Context: an optimization exercise on an open-source flow, tuned for small area, a short achievable clock period and few clock cycles. The choices shown serve that exercise and are no tape-out recipe. In this exercise RTL edits were held to simulation tests only and were not proved equivalent to the original.

--- flow/design.v ---
`timescale 1ns / 1ps
module sphere_decoder #(
    parameter WI = 10
)(
    input Clk,
    input Reset,
    input in_valid,
    input flagChannelorData,
    input [ (4*2*WI)-1 : 0] InData,
    output [11 : 0] OutData,
    output out_valid
);
    integer i, j, k;
    function [9:0] h10;
        input [9:0] x;
        reg [15:0] xe, s1, c1, s2, c2, t;
        begin
            xe = {{6{x[9]}}, x};
            s1 = xe ^ (xe << 2) ^ (xe << 3);
            c1 = ((xe & (xe << 2)) | (xe & (xe << 3)) | ((xe << 2) & (xe << 3))) << 1;
            s2 = s1 ^ c1 ^ (xe << 5);
            c2 = ((s1 & c1) | (s1 & (xe << 5)) | (c1 & (xe << 5))) << 1;
            t = s2 + c2;
            h10 = t[15:6];
        end
    endfunction
    function le10;
        input [9:0] a, b;
        reg [9:0] g, l;
        reg [4:0] g1, l1;
        reg [2:0] g2, l2;
        reg gg;
        integer q;
        begin
            g = a & ~b;
            l = ~a & b;
            for (q = 0; q < 5; q = q + 1) begin
                g1[q] = g[2*q+1] | (~l[2*q+1] & g[2*q]);
                l1[q] = l[2*q+1] | (~g[2*q+1] & l[2*q]);
            end
            g2[0] = g1[1] | (~l1[1] & g1[0]);  l2[0] = l1[1] | (~g1[1] & l1[0]);
            g2[1] = g1[3] | (~l1[3] & g1[2]);  l2[1] = l1[3] | (~g1[3] & l1[2]);
            g2[2] = g1[4];                     l2[2] = l1[4];
            gg = g2[1] | (~l2[1] & g2[0]);
            le10 = ~(g2[2] | (~l2[2] & gg));
        end
    endfunction
    reg [1:0]  bc;           
    reg        fresh;        
    reg        run;          
    reg [5:0]  cnt;          
    reg        ov_r;
    wire start = in_valid & ~flagChannelorData & ~run;
    reg [19:0] ch [0:9];
    reg [19:0] zr [0:3];
    always @(posedge Clk) begin
        if (bc == 2'd0) begin
            ch[0] <= InData[19:0];  ch[1] <= InData[39:20];
            ch[2] <= InData[59:40]; ch[3] <= InData[79:60];
        end
        if (bc == 2'd1) begin
            ch[4] <= InData[19:0];  ch[5] <= InData[39:20];
            ch[6] <= InData[59:40]; ch[7] <= InData[79:60];
        end
        if (bc == 2'd2) begin
            ch[8] <= InData[19:0];  ch[9] <= InData[39:20];
        end
        if (!run) begin
            zr[0] <= InData[19:0];  zr[1] <= InData[39:20];
            zr[2] <= InData[59:40]; zr[3] <= InData[79:60];
        end
    end
    reg [3:0] lay;           
    reg       hold_b;        
    reg       a_srt0, a_l0;  
    reg [7:0] pf_sel;        
    reg       d_first, d_hold, d_last;
    reg [9:0] h_sel;         
    reg [3:0] h_slot;        
    reg       h_dsel;        
    reg       h_clr;         
    wire [5:0] nn = run ? cnt + 6'd1 : (fresh ? 6'd61 : 6'd0);
    wire       nrun = start | (run & (cnt != 6'd34));
    always @(posedge Clk or posedge Reset) begin
        if (Reset) begin
            bc <= 2'd0;
            fresh <= 1'b0;
            run <= 1'b0;
            cnt <= 6'd0;
            ov_r <= 1'b0;
            lay <= 4'b0001;
            hold_b <= 1'b0;
            a_srt0 <= 1'b0;
            a_l0 <= 1'b0;
            pf_sel <= 8'd0;
            d_first <= 1'b0;
            d_hold <= 1'b1;
            d_last <= 1'b0;
            h_sel <= 10'd0;
            h_slot <= 4'd0;
            h_dsel <= 1'b0;
            h_clr <= 1'b0;
        end else begin
            if (in_valid & flagChannelorData & (bc != 2'd3)) begin
                bc <= bc + 2'd1;
                if (bc == 2'd2)
                    fresh <= 1'b1;
            end
            if (start)
                fresh <= 1'b0;
            run <= nrun;
            if (nrun)
                cnt <= nn;
            else
                cnt <= 6'd0;
            if (start)
                ov_r <= 1'b0;
            else if (run & (cnt == 6'd34))
                ov_r <= 1'b1;
            if (nrun && nn >= 6'd1 && nn <= 6'd11)
                lay <= 4'b0010;
            else if (nrun && nn >= 6'd12 && nn <= 6'd22)
                lay <= 4'b0100;
            else if (nrun && nn >= 6'd23 && nn <= 6'd33)
                lay <= 4'b1000;
            else
                lay <= 4'b0001;
            hold_b <= nrun & (nn >= 6'd61);
            a_srt0 <= nrun & (nn == 6'd2);
            a_l0 <= nrun & ((nn == 6'd13) || (nn == 6'd24));
            pf_sel[0] <= nrun & (nn == 6'd2);
            pf_sel[1] <= nrun & ((nn == 6'd13) || (nn == 6'd24));
            pf_sel[2] <= nrun & ((nn == 6'd3) || (nn == 6'd14) || (nn == 6'd25));
            pf_sel[3] <= nrun & ((nn == 6'd4) || (nn == 6'd15) || (nn == 6'd26));
            pf_sel[4] <= nrun & ((nn == 6'd5) || (nn == 6'd16) || (nn == 6'd27));  
            pf_sel[5] <= nrun & ((nn == 6'd6) || (nn == 6'd17) || (nn == 6'd28));
            pf_sel[6] <= nrun & ((nn == 6'd7) || (nn == 6'd18) || (nn == 6'd29));
            pf_sel[7] <= nrun & ((nn == 6'd8) || (nn == 6'd19) || (nn == 6'd30));
            d_first <= nrun & ((nn == 6'd2) || (nn == 6'd5) || (nn == 6'd16) || (nn == 6'd27));
            d_last  <= nrun & ((nn == 6'd2) || (nn == 6'd12) || (nn == 6'd23));
            d_hold  <= ~(nrun & ((nn == 6'd2) || (nn >= 6'd5 && nn <= 6'd12) ||
                                 (nn >= 6'd16 && nn <= 6'd23) || (nn >= 6'd27 && nn <= 6'd34)));
            h_sel[0] <= nrun & (nn == 6'd22);                   
            h_sel[1] <= nrun & (nn == 6'd20);                   
            h_sel[2] <= nrun & (nn == 6'd21);                   
            h_sel[3] <= nrun & (nn == 6'd19);                   
            h_sel[4] <= nrun & (nn == 6'd11);                   
            h_sel[5] <= nrun & (nn == 6'd9);                    
            h_sel[6] <= nrun & (nn == 6'd10);                   
            h_sel[7] <= nrun & (nn == 6'd0);                    
            h_sel[8] <= nrun & ((nn == 6'd61) || (nn == 6'd31));  
            h_sel[9] <= nrun & ((nn == 6'd62) || (nn == 6'd32));  
            h_dsel <= nrun & ((nn == 6'd22) || (nn == 6'd11) || (nn == 6'd0) ||
                              (nn == 6'd62) || (nn == 6'd32));
            h_slot[0] <= |{h_sel[0], h_sel[4], h_sel[7], h_sel[9]};
            h_slot[1] <= |{h_sel[1], h_sel[5], h_sel[8]};
            h_slot[2] <= |{h_sel[2], h_sel[6], h_clr};
            h_slot[3] <= h_sel[3] | h_clr;
            h_clr <= nrun & ((nn == 6'd63) || (nn == 6'd33));
        end
    end
    assign out_valid = ov_r;
    reg [19:0] hin;
    always @(*) begin
        hin = 20'd0;
        for (i = 0; i < 10; i = i + 1)
            hin = hin | ({20{h_sel[i]}} & ch[i]);
    end
    reg [9:0] ha_r, hb_r;
    always @(posedge Clk) begin
        ha_r <= h10(hin[19:10]);
        hb_r <= h10(hin[9:0]);
    end
    wire [9:0] hu = ha_r - hb_r;
    wire [9:0] hv = ha_r + hb_r;
    reg [9:0] ru [0:3];
    reg [9:0] rv [0:3];
    reg [19:0] rdg;          
    always @(posedge Clk) begin
        if (h_dsel)
            rdg <= hin;
        for (i = 0; i < 4; i = i + 1)
            if (h_slot[i]) begin
                ru[i] <= hu;
                rv[i] <= hv;
            end
    end
    reg [19:0] r1, r2, r3, zl;
    always @(*) begin
        r1 = ({20{lay[1]}} & ch[8]) | ({20{lay[2]}} & ch[5]) | ({20{lay[3]}} & ch[1]);
        r2 = ({20{lay[2]}} & ch[6]) | ({20{lay[3]}} & ch[2]);
        r3 = ({20{lay[3]}} & ch[3]);
        zl = ({20{lay[0]}} & zr[3]) | ({20{lay[1]}} & zr[2]) |
             ({20{lay[2]}} & zr[1]) | ({20{lay[3]}} & zr[0]);
    end
    reg [21:0] L0;
    reg [18:0] Lr [1:7];
    reg [21:0] L [0:7];
    always @(*) begin
        L[0] = L0;
        for (i = 1; i < 8; i = i + 1)
            L[i] = {Lr[i][18:9], 3'd0, Lr[i][8:0]};
    end
    reg [18:0] S [0:2];
    reg [12:0] srt [0:7];
    reg [8:0]  path_d;
    reg [18:0] pf_in, parf;
    always @(*) begin
        pf_in = ({19{pf_sel[0]}} & {srt[1][12:3], 6'd0, srt[1][2:0]}) |
                ({19{pf_sel[1]}} & {L[1][21:12], L[1][8:0]}) |
                ({19{pf_sel[2]}} & {L[2][21:12], L[2][8:0]}) |
                ({19{pf_sel[3]}} & {L[3][21:12], L[3][8:0]}) |
                ({19{pf_sel[4]}} & {L[4][21:12], L[4][8:0]});
        for (i = 0; i < 3; i = i + 1)
            pf_in = pf_in | ({19{pf_sel[5+i]}} & S[i]);
    end
    always @(posedge Clk)
        parf <= pf_in;
    reg [18:0] par;
    always @(*) begin
        if (a_srt0)
            par = {srt[0][12:3], 6'd0, srt[0][2:0]};
        else if (a_l0)
            par = {L[0][21:12], L[0][8:0]};
        else
            par = parf;
    end
    reg [9:0] tre [1:3];
    reg [9:0] tim [1:3];
    reg [3:1] nre, nim;
    reg [2:0] s;
    reg [19:0] rs;
    reg [1:0] cl;
    reg [9:0] xr, xi;
    always @(*) begin
        for (k = 1; k <= 3; k = k + 1) begin
            s = par[3*k-1 -: 3];
            rs = (k == 1) ? r1 : (k == 2) ? r2 : r3;
            cl = {s[2] ^ s[1], s[0]};
            case (cl)
                2'd0: begin xr = ru[k];      xi = rv[k];      end
                2'd1: begin xr = rs[19:10];  xi = rs[9:0];    end
                2'd2: begin xr = rs[9:0];    xi = rs[19:10];  end
                default: begin xr = rv[k];   xi = ru[k];      end
            endcase
            nre[k] = s[2];
            nim[k] = s[1];
            tre[k] = xr ^ {10{nre[k]}};
            tim[k] = xi ^ {10{nim[k]}};
        end
    end
    function [9:0] add4;
        input [9:0] z, t1, t2, t3;
        input n1, n2, n3;
        reg [9:0] s1, cy1, s2, cy2;
        reg [10:0] t;
        begin
            s1 = z ^ t1 ^ t2;
            cy1 = {((z & t1) | (z & t2) | (t1 & t2)), 1'b0} | {9'd0, n1};
            s2 = s1 ^ cy1 ^ t3;
            cy2 = {((s1 & cy1) | (s1 & t3) | (cy1 & t3)), 1'b0} | {9'd0, n2};
            t = {s2, 1'b1} + {cy2, n3};
            add4 = t[10:1];
        end
    endfunction
    wire [9:0] ba_re = add4(zl[19:10], tre[1], tre[2], tre[3], nre[1], nre[2], nre[3]);
    wire [9:0] ba_im = add4(zl[9:0], tim[1], tim[2], tim[3], nim[1], nim[2], nim[3]);
    reg [19:0] b_r;
    reg [9:0]  p_r;
    reg [8:0]  path_b;
    always @(posedge Clk) begin
        b_r <= ({20{~run}} & InData[79:60]) | ({20{hold_b}} & zr[3]) |
               ({20{run & ~hold_b}} & {ba_re, ba_im});
        if (!run || hold_b)
            p_r <= 10'd0;
        else
            p_r <= par[18:9];
        path_b <= par[8:0];
    end
    wire [9:0] da = rdg[19:10], db = rdg[9:0], du = ru[0], dv = rv[0];
    wire [9:0] bre = b_r[19:10], bim = b_r[9:0];
    wire [9:0] er [0:7];
    wire [9:0] ei [0:7];
    assign er[0] = bre + du;  assign ei[0] = bim + dv;
    assign er[1] = bre + da;  assign ei[1] = bim + db;
    assign er[2] = bre + db;  assign ei[2] = bim - da;
    assign er[3] = bre + dv;  assign ei[3] = bim - du;
    assign er[4] = bre - db;  assign ei[4] = bim + da;
    assign er[5] = bre - dv;  assign ei[5] = bim + du;
    assign er[6] = bre - du;  assign ei[6] = bim - dv;
    assign er[7] = bre - da;  assign ei[7] = bim - db;
    function [9:0] ped3;
        input [9:0] p, x, y;
        reg [9:0] xa, ya, s1, cy;
        reg [10:0] t;
        begin
            xa = x ^ {10{x[9]}};
            ya = y ^ {10{y[9]}};
            s1 = p ^ xa ^ ya;
            cy = {((p & xa) | (p & ya) | (xa & ya)), 1'b0} | {9'd0, x[9]};
            t = {s1, 1'b1} + {cy, y[9]};
            ped3 = t[10:1];
        end
    endfunction
    reg [9:0] ped [0:7];
    reg [8:0] path_c;
    always @(posedge Clk) begin
        for (k = 0; k < 8; k = k + 1)
            ped[k] <= ped3(p_r, er[k], ei[k]);
        path_c <= path_b;
    end
    reg [27:0] cw;           
    reg [6:0] bits [0:7];
    reg [6:0] t;
    reg [7:0] oh [0:7];
    reg tx;
    reg [12:0] so [0:7];
    integer q;
    always @(*) begin
        q = 0;
        for (k = 0; k < 8; k = k + 1)
            bits[k] = 7'd0;
        for (j = 0; j < 8; j = j + 1)
            for (k = j + 1; k < 8; k = k + 1) begin
                cw[q] = le10(ped[j], ped[k]);
                bits[k][j] = cw[q];
                bits[j][k-1] = ~cw[q];
                q = q + 1;
            end
        for (k = 0; k < 8; k = k + 1) begin
            t = bits[k];
            tx = t[0] & t[6]; t[6] = t[0] | t[6]; t[0] = tx; tx = t[2] & t[3]; t[3] = t[2] | t[3]; t[2] = tx; tx = t[4] & t[5]; t[5] = t[4] | t[5]; t[4] = tx;
            tx = t[0] & t[2]; t[2] = t[0] | t[2]; t[0] = tx; tx = t[1] & t[4]; t[4] = t[1] | t[4]; t[1] = tx; tx = t[3] & t[6]; t[6] = t[3] | t[6]; t[3] = tx;
            tx = t[0] & t[1]; t[1] = t[0] | t[1]; t[0] = tx; tx = t[2] & t[5]; t[5] = t[2] | t[5]; t[2] = tx; tx = t[3] & t[4]; t[4] = t[3] | t[4]; t[3] = tx;
            tx = t[1] & t[2]; t[2] = t[1] | t[2]; t[1] = tx; tx = t[4] & t[6]; t[6] = t[4] | t[6]; t[4] = tx;
            tx = t[2] & t[3]; t[3] = t[2] | t[3]; t[2] = tx; tx = t[4] & t[5]; t[5] = t[4] | t[5]; t[4] = tx;
            tx = t[1] & t[2]; t[2] = t[1] | t[2]; t[1] = tx; tx = t[3] & t[4]; t[4] = t[3] | t[4]; t[3] = tx; tx = t[5] & t[6]; t[6] = t[5] | t[6]; t[5] = tx;
            oh[k][0] = ~t[6];
            for (i = 1; i < 7; i = i + 1)
                oh[k][i] = t[7-i] & ~t[6-i];
            oh[k][7] = t[0];
        end
        for (i = 0; i < 8; i = i + 1) begin
            so[i] = 13'd0;
            for (k = 0; k < 8; k = k + 1)
                so[i] = so[i] | ({13{oh[k][i]}} & {ped[k], k[2:0]});
        end
    end
    always @(posedge Clk) begin
        for (i = 0; i < 8; i = i + 1)
            srt[i] <= so[i];
        path_d <= path_c;
    end
    reg [63:0] c;
    reg [21:0] mo [0:7];
    reg [21:0] nb;
    reg selA, selB;
    always @(*) begin
        c = 64'd0;
        for (j = 0; j < 8; j = j + 1)
            for (k = 0; k < 8; k = k + 1)
                if (j + k <= 7)
                    c[8*j+k] = d_hold | (~d_first & le10(L[j][21:12], srt[k][12:3]));
        for (i = 0; i < 8; i = i + 1) begin
            mo[i] = 22'd0;
            for (j = 0; j <= i; j = j + 1) begin
                if (i == j)
                    selA = c[8*j];
                else
                    selA = c[8*j+i-j] & ~c[8*j+i-j-1];
                mo[i] = mo[i] | ({22{selA}} & L[j]);
            end
            for (k = 0; k <= i; k = k + 1) begin
                if (i == k)
                    selB = ~c[k];
                else
                    selB = ~c[8*(i-k)+k] & c[8*(i-k-1)+k];
                nb = {srt[k][12:3], path_d, srt[k][2:0]};
                mo[i] = mo[i] | ({22{selB}} & nb);
            end
        end
    end
    always @(posedge Clk) begin
        L0 <= mo[0];
        for (i = 1; i < 8; i = i + 1)
            Lr[i] <= {mo[i][21:12], mo[i][8:0]};
        if (d_last)
            for (i = 0; i < 3; i = i + 1)
                S[i] <= {mo[i+5][21:12], mo[i+5][8:0]};
    end
    assign OutData = {L[0][2:0], L[0][5:3], L[0][8:6], L[0][11:9]};
endmodule
--- flow/config.mk ---
export PLATFORM = sky130hd
export DESIGN_NAME = sphere_decoder
export DESIGN_NICKNAME = sphere_decoder
export VERILOG_FILES = /design/flow/design.v
export SDC_FILE = /design/flow/constraint.sdc
export NUM_CORES = 4
export LEC_CHECK = 0
export CAP_MARGIN = 30
export CORE_MARGIN = 2
export CORE_UTILIZATION = 30
export PLACE_DENSITY = 0.45
export SETUP_SLACK_MARGIN = 5
export SLEW_MARGIN = 30
--- flow/run.sh ---
#!/bin/bash
# synth_recipe.tcl (not shown) runs the flow's synth.tcl, then flattens the netlist and writes it again
# the make line also repeats each setting of config.mk as NAME=value (left out here)
make -C /OpenROAD-flow-scripts/flow DESIGN_CONFIG=/design/flow/config.mk WORK_HOME=/design/flow/orfs CLKGATE_MAP_FILE= SYNTH_SCRIPT=/design/flow/synth_recipe.tcl finish
--- flow/constraint.sdc ---
create_clock -name core_clock -period 10.0 [get_ports {Clk}]
set_input_delay 2.0000 -clock core_clock [delete_from_list [all_inputs] [get_ports {Clk}]]
set_output_delay 2.0000 -clock core_clock [all_outputs]
set_load 0.01 [all_outputs]
==> flow_summary.yaml, run 1 <==
die:
  ioPinCount: 97
  dieArea_sq_mm: 0.234
  die_height_microns: 484
  initial_utilization_pct: 30.1
  rows: 176
  die_x_microns: 484
  coreArea_sq_mm: 0.229
clock_tree:
  cts_tree: "yes"
  clk_pin_slew_worst_paths_ns: 0.07
  cts_sinks: 911
  clk_latency_ns: 0.80
  cts_buffers: 107
  root_buffer: "clkbuf_16"
  ctsHtreeMaxLevel: 3
  cts_buffer_depth: 3
  cts_hold_buf: 0
final_layout:
  drive_gt1_share_pct: 12.8
  synthToLayoutAreaGrowth_pct: 15.8
  finalInstanceArea_sq_mm: 0.0800
  nets: 8273
routing:
  firstDrtPassIters: 12
  drt_iter0_drc: 10600
  antenna_left: 0
  routed-via-count: 68300
  routed_wl_microns: 365000
  routedWlPerCell_microns: 33.8
  drc: 0
  via_per_inst: 6.31
global_route:
  grt.overflow.total: 0
  grt_usage_pct: 29.7
  grt_pass1_wl_microns: 505000
  grt_pass1_vias: 64400
  grt_max_degree: 63
  grt_antenna_before_repair: 12
setup_path:
  cp.required_ns: 10.50
  arrival_ns: 5.62
  critical_path.startpoint_type: "flop"
  crit_fanout: 14
  end_kind: "flop"
  path_class: "reg2reg"
logic_synthesis:
  synth_nets: 8288
  synthArstFlopShare_pct: 4.72
  ys.flop_type: "edfxtp_1"
  synth-seq-cells: 911
  synth_mux_area_share_pct: 0.443
  synth-edff-count: 455
  synth-seq-area-share_pct: 33.3
  syn_inst: 7716
  synth_compound_area_share_pct: 27.4
  synth_area_sq_mm: 0.0691
  synth_xor_area_share_pct: 5.62
  ys_types: 115
  postSynthAreaPerCell_sq_um: 8.96
  synth_adder_area_share_pct: 12.7
  yosysWarnings: 16
  synth-simple-area-share_pct: 14.0
  synth_top_family_by_area: "compound AO/OA/AOI/OAI gates"
sta:
  fin_hold_ws_ns: 0.327
  layout_min_cycle_time_ns: 5.11
  skew_ns: 0.105
  fmax_mhz: 196
  worst_pin_slew_ns: 1.21
  setup_violations: 0
  tns_ns: 0
  final_max_slew_viol_count: 0
  period_share_pct: 51.1
  hold_viol_final: 0
  slew_headroom_pct: 18.2
  rsz0062_at_grt: "true"
  setup_slack_ns: 4.89
placed_design:
  port_buffers: 96
  place_ws_ns: 4.05
  place_congestion: 1.01
  dp_hpwl_microns: 257000
  dpl_cell_area_sq_mm: 0.0735
run:
  drv_cap: 0
worst_hold_path:
  hold_path_class: "reg2reg"
run_status:
  status: "complete, no violations"
## critical path, cell delays in order, from the launching register on
cell and delay (ns):
dfxtp_1 0.82, inv_1 0.46, o21ai_0 0.26, o311ai_0 0.42, a211oi_2 0.55, nor2_1 0.20, nor4b_2 0.20, buf_4 0.28
a221o_1 0.38, a2111oi_0 0.88, o2111a_1 0.31, nand2_1 0.12
## kinds of logic (layout without fill, tap and decap cells)
logic type / count (synthesis) / in the layout
AOI/OAI and AO/OA: 2570 / 2570
and+or+nand+nor: 1971 / 1971
buffers and inverters: 1166 / 1245
DFF: 911 / 911
adders and majority gates: 627 / 627
xor gates and xnor gates: 443 / 443
muxes: 28 / 28
other: 0 / 6
## metrics by stage
step | utilization, % | cells
2_1_floorplan | - | 7716
3_3_place_gp | 32.0 | 10400
3_5_place_dp | 32.0 | 10500
4_1_cts | 34.3 | 10700
5_1_grt | 34.9 | 10800
6_report | 34.9 | 10800
## state kept, by name, summed over array words and instances, names as in the netlist, 36 cells and up, named ones only
signal / cells
ch: 200
zr: 80
srt: 104
ped: 80
rv: 36
S: 57
ru: 40
Lr: 133
## cell usage after synthesis (28+ instances only)
cell type,count,area [sq um]
a211oi_1,97,728
o221ai_1,38,333
a21oi_1,371,1860
edfxtp_1,455,13700
o211ai_1,101,758
o21ai_0,294,1470
buf_1,61,229
ha_1,322,4030
o2111ai_1,29,254
nand2_1,581,2180
dfrtp_1,41,1030
o22ai_1,87,544
a22o_1,114,998
a31oi_1,55,344
clkbuf_1,454,1700
a22oi_1,567,4260
a222oi_1,133,1330
o21a_1,38,285
nand4_1,143,895
a221oi_1,101,885
inv_2,36,135
o31ai_1,32,240
a21o_1,46,345
and2_1,62,388
and3_1,77,482
fa_1,166,3320
a2111oi_0,45,394
o21bai_1,46,345
a32oi_1,44,385
nor2_1,439,1650
xor2_1,60,526
nor3_1,103,515
maj3_1,131,1310
nor2b_1,141,882
dfxtp_1,413,8270
nand2b_1,121,757
o21ai_1,28,140
nand3_1,152,761
xnor2_1,382,3350
buf_2,98,490
a221o_1,103,1030
inv_1,477,1790
## per-layer routing
layer	part of all wire, %	up-vias	track usage (%)
met5	0.013	-	0
met4	6.5	8	15.6
met3	10	1134	7.08
met2	44	4647	46.1
met1	40	33500	38.1
li1	-	29000	-
## layout make-up
class | count | area [sq um]
Tap cell | 3026 | 3790
Antenna cell | 6 | 15.0
Sequential cell | 911 | 23100
Inverter | 532 | 2080
Clock buffer | 137 | 2900
Timing Repair Buffer | 508 | 4440
Timing Repair inverter | 2 | 15.0
Multi-Input combinational cell | 5639 | 42800
Fill cell | 23300 | 149000
Clock inverter | 66 | 895
## cells in the final DEF (no fill, tap or decap), types with 110 or more instances in the layout
cell type	Yosys	final
a21oi_1	371	320
nor2b_1	141	136
clkbuf_16	0	110
ha_1	322	302
nor2_1	439	424
nand3_1	152	149
a22oi_1	567	562
maj3_1	131	131
buf_4	19	373
fa_1	166	157
a22o_1	114	114
o21ai_0	294	253
xnor2_1	382	364
dfxtp_1	413	372
nand4_1	143	143
edfxtp_1	455	455
inv_1	477	462
nand2_1	581	578
a222oi_1	133	133
nand2b_1	121	120
## path summary, 6_finish.rpt
path                                 from        end  slack (ns)  depth (start not counted)
worst max register to register  srt[2][5]   S[1][14]        4.89                         11
worst max-delay path            srt[2][5]   S[1][14]        4.89                         11
worst min register to register  path_b[1]  path_c[1]        0.33                          0
worst min-delay path            path_b[1]  path_c[1]        0.33                          0
min in group asynchronous           Reset     lay[2]        1.65                          2
max in group asynchronous           Reset     h_dsel        7.83                          2
## what timing repair did
item                       CTS  global route
pin swaps                   43            83
setup endpoints to repair  145           126
cloned                       6             2
hold endpoints to repair     0             0
gates resized for setup    162           210
buffers inserted            81            76
Testbench counts, summed over its fixed seeds: cycles 13,872.
==> inputs of run 2 (changes only) <==
--- a/flow/design.v
+++ b/flow/design.v
@@ -50,7 +50,7 @@
     reg        run;          
     reg [5:0]  cnt;          
     reg        ov_r;
-    wire start = in_valid & ~flagChannelorData & ~run;
+    wire start = in_valid & ~flagChannelorData & (~run | ov_r);
     reg [19:0] ch [0:9];
     reg [19:0] zr [0:3];
     always @(posedge Clk) begin
@@ -65,7 +65,7 @@
         if (bc == 2'd2) begin
             ch[8] <= InData[19:0];  ch[9] <= InData[39:20];
         end
-        if (!run) begin
+        if (~run | ov_r) begin
             zr[0] <= InData[19:0];  zr[1] <= InData[39:20];
             zr[2] <= InData[59:40]; zr[3] <= InData[79:60];
         end
@@ -79,7 +79,7 @@
     reg [3:0] h_slot;        
     reg       h_dsel;        
     reg       h_clr;         
-    wire [5:0] nn = run ? cnt + 6'd1 : (fresh ? 6'd61 : 6'd0);
+    wire [5:0] nn = (run & ~ov_r) ? cnt + 6'd1 : (fresh ? 6'd61 : 6'd0);
     wire       nrun = start | (run & (cnt != 6'd34));
     always @(posedge Clk or posedge Reset) begin
         if (Reset) begin
@@ -115,7 +115,7 @@
                 cnt <= 6'd0;
             if (start)
                 ov_r <= 1'b0;
-            else if (run & (cnt == 6'd34))
+            else if (run & (cnt == 6'd33))
                 ov_r <= 1'b1;
             if (nrun && nn >= 6'd1 && nn <= 6'd11)
                 lay <= 4'b0010;
@@ -269,9 +269,9 @@
     reg [9:0]  p_r;
     reg [8:0]  path_b;
     always @(posedge Clk) begin
-        b_r <= ({20{~run}} & InData[79:60]) | ({20{hold_b}} & zr[3]) |
-               ({20{run & ~hold_b}} & {ba_re, ba_im});
-        if (!run || hold_b)
+        b_r <= ({20{~run | ov_r}} & InData[79:60]) | ({20{hold_b}} & zr[3]) |
+               ({20{run & ~hold_b & ~ov_r}} & {ba_re, ba_im});
+        if (!run || hold_b || ov_r)
             p_r <= 10'd0;
         else
             p_r <= par[18:9];
@@ -388,5 +388,8 @@
             for (i = 0; i < 3; i = i + 1)
                 S[i] <= {mo[i+5][21:12], mo[i+5][8:0]};
     end
-    assign OutData = {L[0][2:0], L[0][5:3], L[0][8:6], L[0][11:9]};
+    wire        of34 = run & ov_r;
+    wire [11:0] outp = (of34 & ~le10(L[0][21:12], srt[0][12:3])) ?
+                       {path_d, srt[0][2:0]} : L[0][11:0];
+    assign OutData = {outp[2:0], outp[5:3], outp[8:6], outp[11:9]};
 endmodule
--- a/flow/config.mk
+++ b/flow/config.mk
@@ -5,9 +5,9 @@
 export SDC_FILE = /design/flow/constraint.sdc
 export NUM_CORES = 4
 export LEC_CHECK = 0
-export CAP_MARGIN = 30
+export CAP_MARGIN = 20
 export CORE_MARGIN = 2
 export CORE_UTILIZATION = 30
 export PLACE_DENSITY = 0.45
 export SETUP_SLACK_MARGIN = 5
-export SLEW_MARGIN = 30
+export SLEW_MARGIN = 20
==> run 2 against run 1 <==
Effect of this change: critical path depth shrank 1; core utilization grew 0.77 points; maximum frequency shrank 13%; flip-flop and latch count is the same; die area shrank 2.3%; clock skew grew 0.010 ns; global-route usage grew 0.50 points.
==> flow_summary.yaml, run 2 <==
sta:
  fmax_mhz: 169
  worst_pin_slew_ns: 1.27
  layout_min_cycle_time_ns: 5.91
  skew_ns: 0.115
  final_max_slew_viol_count: 0
  setup_violations: 0
  slew_headroom_pct: 15.0
  tns_ns: 0
  setup_slack_ns: 4.09
  period_share_pct: 59.1
  rsz0062_at_grt: "true"
  hold_viol_final: 0
setup_path:
  path_class: "reg2out"
  crit_fanout: 4
  cp.required_ns: 8.00
  end_kind: "output port"
  arrival_ns: 3.91
  r2r-start: "pf_sel[1]"
  critical_path.startpoint_type: "flop"
logic_synthesis:
  ys.flop_type: "edfxtp_1"
  synth_top_area_cell: "edfxtp_1"
  synth_compound_area_share_pct: 27.4
  synth-seq-area-share_pct: 34.1
  synth_top_family_by_area: "compound AO/OA/AOI/OAI gates"
  synth_mux_area_share_pct: 0.395
  synth_xor_area_share_pct: 5.93
  ys_types: 92
  synth_nets: 8032
  postSynthAreaPerCell_sq_um: 9.05
  yosysWarnings: 16
  synth_area_sq_mm: 0.0675
  synth.top_cell.area_share_pct: 20.2
  synthArstFlopShare_pct: 4.72
  synth-simple-area-share_pct: 12.9
  synth_common_cells: "a22oi_1 (565), clkbuf_1 (559), nand2_1 (505)"
  synth_adder_area_share_pct: 13.0
  synth-edff-count: 455
  yosysMostFrequentCell: "a22oi_1"
  syn_inst: 7459
  synth.area.top_cells: "edfxtp_1 (20%), dfxtp_1 (12%), a22oi_1 (6.3%)"
  synth-seq-cells: 911
clock_tree:
  root_buffer: "clkbuf_16"
  cts_tree: "yes"
  cts_buffer_depth: 3
  ctsHtreeMaxLevel: 3
  cts_sinks: 911
  clk_pin_slew_worst_paths_ns: 0.06
  cts_buffers: 108
  clk_latency_ns: 0.82
die:
  die_height_microns: 478
  rows: 174
  initial_utilization_pct: 30.1
  die_x_microns: 478
  coreArea_sq_mm: 0.224
  ioPinCount: 97
  dieArea_sq_mm: 0.229
global_route:
  grt_antenna_before_repair: 19
  grt_pass1_wl_microns: 500000
  grt_pass1_vias: 63600
  grt_usage_pct: 30.2
  grt_max_degree: 58
  grt.overflow.total: 0
worst_hold_path:
  hold_path_class: "reg2reg"
  hold_start: "path_b[6]"
placed_design:
  port_buffers: 96
  dp_hpwl_microns: 246000
  place_congestion: 1.01
  place_ws_ns: 3.48
final_layout:
  largestRegisters: "ch: 200 flops, Lr: 133 flops, srt: 104 flops"
  synthToLayoutAreaGrowth_pct: 18.3
  n_fill_cell: 22800
  drive_gt1_share_pct: 14.3
  nets: 8096
  top_register: "ch"
  most-common-layout-cells: "a22oi_1 (563), nand2_1 (503), inv_1 (462), edfxtp_1 (455), buf_4 (409)"
  final_common_cell: "a22oi_1"
  largest_reg_flops: 200
  fin_util_pct: 35.6
routing:
  routed-via-count: 66800
  drt_iter0_drc: 11200
  via_per_inst: 6.29
  routed_wl_microns: 360000
  routedWlPerCell_microns: 33.9
  antenna_left: 0
  drc: 0
  firstDrtPassIters: 13
run:
  drv_cap: 0
run_status:
  status: "complete, no violations"
## run 2: final timing paths
| check | cells past startpoint | slack, ns | endpoint |
|---|---|---|---|
| setup / recovery | 10 | 4.09 | OutData[7] |
| hold / removal | 0 | 0.32 | path_c[6] |
| setup reg to reg | 26 | 4.75 | b_r[19] |
| hold reg to reg | 0 | 0.32 | path_c[6] |
| max in group asynchronous | 2 | 7.71 | lay[3] |
| min in group asynchronous | 2 | 1.67 | cnt[3] |
## run 2: repair_timing
| action | 4_1_cts | 5_1_grt |
|---|---|---|
| hold buffers | 0 | 0 |
| endpoints found under the setup margin | 152 | 187 |
| cloned | 13 | 0 |
| resized for setup | 315 | 194 |
| endpoints found under the hold margin | 0 | 0 |
| buffers inserted | 134 | 74 |
| pin swaps | 99 | 150 |
## run 2: cell families after synthesis
kind of cell,after synthesis
and+or+nand+nor,1773
muxes,25
adders and majority gates,630
buffers and inverters,1126
xor gates and xnor gates,457
DFF,911
AOI/OAI and AO/OA,2537
## run 2: area by class of cell
| class | instances | area, sq um | share of cell area, % |
|---|---|---|---|
| clock inverters | 68 | 818 | 1.02 |
| multi-input cells | 5426 | 42200 | 52.9 |
| inverters | 513 | 1990 | 2.49 |
| repair buffers | 563 | 5060 | 6.33 |
| well taps | 2992 | 3740 | 4.68 |
| flip-flops and latches | 911 | 23100 | 28.9 |
| diodes | 9 | 22.5 | 0.0282 |
| clock buffers | 138 | 2970 | 3.71 |
## run 2: through the flow
step	hold WS [ns]	cell area [sq um]	instances
floorplan	0.310	67700	7459
finish	0.323	79900	10600
detailed placement	0.312	72400	10200
CTS	0.325	78500	10500
global route	0.329	79900	10600
global placement	0.313	72300	10200
## run 2: critical path: stages (launching register included)
cell and delay [ns]:
edfxtp_1 0.46, a21boi_2 0.21, o311ai_1 0.31, a32oi_1 0.17
maj3_2 0.33, maj3_2 0.29, a221o_2 0.48, and3_4 0.29
buf_6 0.13, mux2_4 0.33, buf_6 0.13
## run 2: metal layers
layer  vias up  wire (microns)  track usage [%]  share of wire (%)
li1      28200               -                -                  -
met1     32800          142000             38.2                 39
met2      4488          157000             46.7                 44
met3      1218           36600             7.67                 10
met4        18           24500             16.5                6.8
met5         -             121           0.0840              0.034
Testbench counts of run 2, summed over its fixed seeds: cycles 13,488.

## separate check: timing with driven ports
Ports are ideal in the flow. The routed layouts listed here were re-timed in OpenROAD.
Step 1: set_driving_cell puts a clkbuf_16 on Clk and a buf_2 on each other input, an assumption about the parent block.
Step 2 times the ports against the registers' clock, not the clock port: input delays grow and output delays shrink by t, the midpoint of the rising clock arrivals with the driver on.
Three values: ideal ports, drivers, drivers and shift; two values: the first two.
| run | t, ns | setup WS [ns] | worst hold slack (ns) | worst setup path after step 2 |
|---|---|---|---|---|
| run 1 | 0.847 | 4.886 / 4.886 / 4.886 | 0.327 / 0.327 / 0.327 | register to register |
| run 2 | 0.859 | 4.093 / 3.998 / 4.755 | 0.323 / 0.323 / 0.323 | register to register |
After both steps every run listed still meets setup and hold.
